Context: an optimization exercise on an open-source flow, tuned for small area. The choices shown serve that exercise and are no tape-out recipe.
In this exercise RTL edits were held to simulation tests only and were not proved equivalent to the original.

Design altitude_reflex_chip, start of the top module:
module altitude_reflex_chip (
    input wire clk,
    input wire rst_n,
    input wire signed [15:0] altitude_current,
    input wire signed [15:0] altitude_target,
    input wire signed [15:0] velocity_z,
    input wire signed [15:0] accel_z,
    input wire [7:0] compliance,
    input wire signed [15:0] pid_kp,
    input wire signed [15:0] pid_ki,
    input wire signed [15:0] pid_kd,
    output wire signed [15:0] thrust_output,
    output reg control_valid
);
Size: ~2400 cells after synthesis, ~140 I/O pins, about 21000 sq um of cells after synthesis.
==> flow/config.mk <==
export PLATFORM = sky130hd
export DESIGN_NAME = altitude_reflex_chip
export DESIGN_NICKNAME = altitude_reflex_chip
export VERILOG_FILES = /design/flow/design.v
export SDC_FILE = /design/flow/constraint.sdc
export NUM_CORES = 4
export LEC_CHECK = 0
export ABC_AREA = 1
export CAP_MARGIN = 20
export CORE_MARGIN = 2
export CORE_UTILIZATION = 40
export SLEW_MARGIN = 20
export SYNTH_HIERARCHICAL = 1
==> flow/constraint.sdc <==
create_clock -name core_clock -period 25.0 [get_ports {clk}]
set_input_delay 5.0000 -clock core_clock [delete_from_list [all_inputs] [get_ports {clk}]]
set_output_delay 5.0000 -clock core_clock [all_outputs]
set_load 0.01 [all_outputs]
standard.sh (not shown) runs the stock make flow with config.mk's settings and CLKGATE_MAP_FILE= SYNTH_SCRIPT=/design/flow/synth_recipe.tcl, a recipe that flattens the netlist after the stock synthesis.
==> flow/flow/run.sh <==
#!/bin/bash
# The standard layout (the standard.sh) with these changes:
#  - synthesis is the standard synthesis (synth_recipe.tcl and ORFS's
#    synth.tcl, unchanged but for one line) with ABC's technology-mapping
#    script replaced by flow/abc_area_amap.script (area-oriented mapping);
#    registers, flattening and renaming are exactly as in the standard synthesis;
#  - every input and output port gets a sky130_fd_sc_hd__buf_1 buffer;
#  - the buffers that synthesis inserted are removed once at floorplan and
#    global placement is not timing driven (the design meets timing with margin);
#  - clock tree synthesis uses clkbuf_4/clkbuf_8 and inserts no dummy loads.
# Each tool's full output is in standard.log (and ORFS's own logs under orfs/logs).
set -o pipefail
HERE=$(pwd)
F=$HERE/flow
sed "s#\$::env(SCRIPTS_DIR)/abc_area.script#$F/abc_area_amap.script#" \
  "$FLOW_HOME/scripts/synth_preamble.tcl" > "$HERE/synth_preamble_amap.tcl"
sed "s#source \$::env(SCRIPTS_DIR)/synth_preamble.tcl#source $HERE/synth_preamble_amap.tcl#" \
  "$FLOW_HOME/scripts/synth.tcl" > "$HERE/synth_amap.tcl"
sed "s#source \$::env(SCRIPTS_DIR)/synth.tcl#source $HERE/synth_amap.tcl#" \
  "$HERE/synth_recipe.tcl" > "$HERE/synth_recipe_amap.tcl"
for f in synth_preamble_amap.tcl synth_amap.tcl synth_recipe_amap.tcl; do
  [ -s "$HERE/$f" ] || { echo "empty $f" > flow_error.log; exit 1; }
done
grep -q "abc_area_amap.script" "$HERE/synth_preamble_amap.tcl" || { echo "preamble edit failed" > flow_error.log; exit 1; }
grep -q "synth_preamble_amap.tcl" "$HERE/synth_amap.tcl" || { echo "synth edit failed" > flow_error.log; exit 1; }
grep -q "synth_amap.tcl" "$HERE/synth_recipe_amap.tcl" || { echo "synth_recipe edit failed" > flow_error.log; exit 1; }
export BUFFER_PORTS_ARGS="-buffer_cell sky130_fd_sc_hd__buf_1"
export CTS_ARGS="-sink_clustering_enable -repair_clock_nets -dont_use_dummy_load -buf_list {sky130_fd_sc_hd__clkbuf_4 sky130_fd_sc_hd__clkbuf_8}"
bash standard.sh SYNTH_SCRIPT="$HERE/synth_recipe_amap.tcl" REMOVE_ABC_BUFFERS=1 GPL_TIMING_DRIVEN=0 > standard.log 2>&1
==> flow/flow/abc_area_amap.script <==
strash
dch -f
amap
topo
dnsize -c
The first run completed with no timing, DRC or antenna violations.
Next try:
--- a/flow/config.mk
+++ b/flow/config.mk
@@ -10,3 +10,3 @@
 export CORE_MARGIN = 2
-export CORE_UTILIZATION = 40
+export CORE_UTILIZATION = 55
 export SLEW_MARGIN = 20
After rerunning: First-iteration DRC count went up by 15%. Core utilization went up by 16 points. Synthesized cell count stays the same. Via count stays flat. Maximum frequency went down by 0.42%. Wire length went down by 4.9%. Worst setup slack degrades by 0.10 ns. Die area went down by 27%. Cell count went down by 5.3%.
Next try:
--- a/flow/flow/run.sh
+++ b/flow/flow/run.sh
@@ -9,3 +9,3 @@
 #    global placement is not timing driven (the design meets timing with margin);
-#  - clock tree synthesis uses clkbuf_4/clkbuf_8 and inserts no dummy loads.
+#  - clock tree synthesis uses a clkbuf_8 root and clkbuf_4 buffers and inserts no dummy loads.
 # Each tool's full output is in standard.log (and ORFS's own logs under orfs/logs).
@@ -27,3 +27,3 @@
 export BUFFER_PORTS_ARGS="-buffer_cell sky130_fd_sc_hd__buf_1"
-export CTS_ARGS="-sink_clustering_enable -repair_clock_nets -dont_use_dummy_load -buf_list {sky130_fd_sc_hd__clkbuf_4 sky130_fd_sc_hd__clkbuf_8}"
+export CTS_ARGS="-sink_clustering_enable -repair_clock_nets -dont_use_dummy_load -root_buf sky130_fd_sc_hd__clkbuf_8 -buf_list {sky130_fd_sc_hd__clkbuf_4}"
 bash standard.sh SYNTH_SCRIPT="$HERE/synth_recipe_amap.tcl" REMOVE_ABC_BUFFERS=1 GPL_TIMING_DRIVEN=0 > standard.log 2>&1
--- a/flow/config.mk
+++ b/flow/config.mk
@@ -10,3 +10,3 @@
 export CORE_MARGIN = 2
-export CORE_UTILIZATION = 55
+export CORE_UTILIZATION = 40
 export SLEW_MARGIN = 20
The changed run ran to the end with no violations.
Final cell count rises by a few percent.
Core utilization went down by 16 points.
Worst setup slack improves by 0.10 ns.
Via count stays flat.
Routed wire length climbs by a few percent.
Count of clock-buffer cells in the layout is unchanged.
Worst hold slack gets better by 0.085 ns.
Register-to-register slack is better by 0.10 ns.
Next try:
--- a/flow/flow/run.sh
+++ b/flow/flow/run.sh
@@ -9,3 +9,3 @@
 #    global placement is not timing driven (the design meets timing with margin);
-#  - clock tree synthesis uses a clkbuf_8 root and clkbuf_4 buffers and inserts no dummy loads.
+#  - clock tree synthesis uses clkbuf_4/clkbuf_8 and inserts no dummy loads.
 # Each tool's full output is in standard.log (and ORFS's own logs under orfs/logs).
@@ -27,3 +27,3 @@
 export BUFFER_PORTS_ARGS="-buffer_cell sky130_fd_sc_hd__buf_1"
-export CTS_ARGS="-sink_clustering_enable -repair_clock_nets -dont_use_dummy_load -root_buf sky130_fd_sc_hd__clkbuf_8 -buf_list {sky130_fd_sc_hd__clkbuf_4}"
+export CTS_ARGS="-sink_clustering_enable -repair_clock_nets -dont_use_dummy_load -buf_list {sky130_fd_sc_hd__clkbuf_4 sky130_fd_sc_hd__clkbuf_8}"
 bash standard.sh SYNTH_SCRIPT="$HERE/synth_recipe_amap.tcl" REMOVE_ABC_BUFFERS=1 GPL_TIMING_DRIVEN=0 > standard.log 2>&1
--- a/flow/config.mk
+++ b/flow/config.mk
@@ -8,6 +8,6 @@
 export ABC_AREA = 1
-export CAP_MARGIN = 20
+export CAP_MARGIN = 5
 export CORE_MARGIN = 2
 export CORE_UTILIZATION = 40
-export SLEW_MARGIN = 20
+export SLEW_MARGIN = 5
 export SYNTH_HIERARCHICAL = 1
With this change the flow completed, yet does not pass: max-capacitance violations, max-slew violations.
Register-to-register slack degrades by 0.11 ns.
Cell count is higher by 0.31%.

==> what the ideal ports hide <==
The results above use ideal ports. As a check the final layouts listed here were re-extracted and re-timed, cells and wires unchanged.
Step 1 sets driving cells, clkbuf_16 on the clock port and buf_2 on the other inputs (assumed; they add their load-dependent delay and slew).
Step 2 moves the port delays by t, midway between the first and last clock arrival at a register: inputs arrive t later, outputs are due t later. That takes back most of the time a late clock gives input paths.
Slacks: no drivers / after step 1 / after step 2; pairs: no drivers / after step 1.
| run | shift t [ns] | setup slack, ns | worst setup path at the end | worst register clock-pin slew, ns | worst data-port slew with drivers (ns) |
|---|---|---|---|---|---|
| the first run | 0.439 | 1.164 / 1.193 / 0.755 | input to register | 0.08 / 0.08 | 0.09 |
| the second run | 0.474 | 1.063 / 1.090 / 0.617 | input to register | 0.11 / 0.11 | 0.05 |
| the third run | 0.439 | 1.164 / 1.193 / 0.755 | input to register | 0.08 / 0.08 | 0.09 |
| the fourth run | 0.438 | 1.023 / 1.048 / 0.610 | input to register | 0.09 / 0.09 | 0.08 |
For the second run, which loses most, drivers alone change the setup slack by +0.027 ns; drivers and shift together by -0.446 ns.
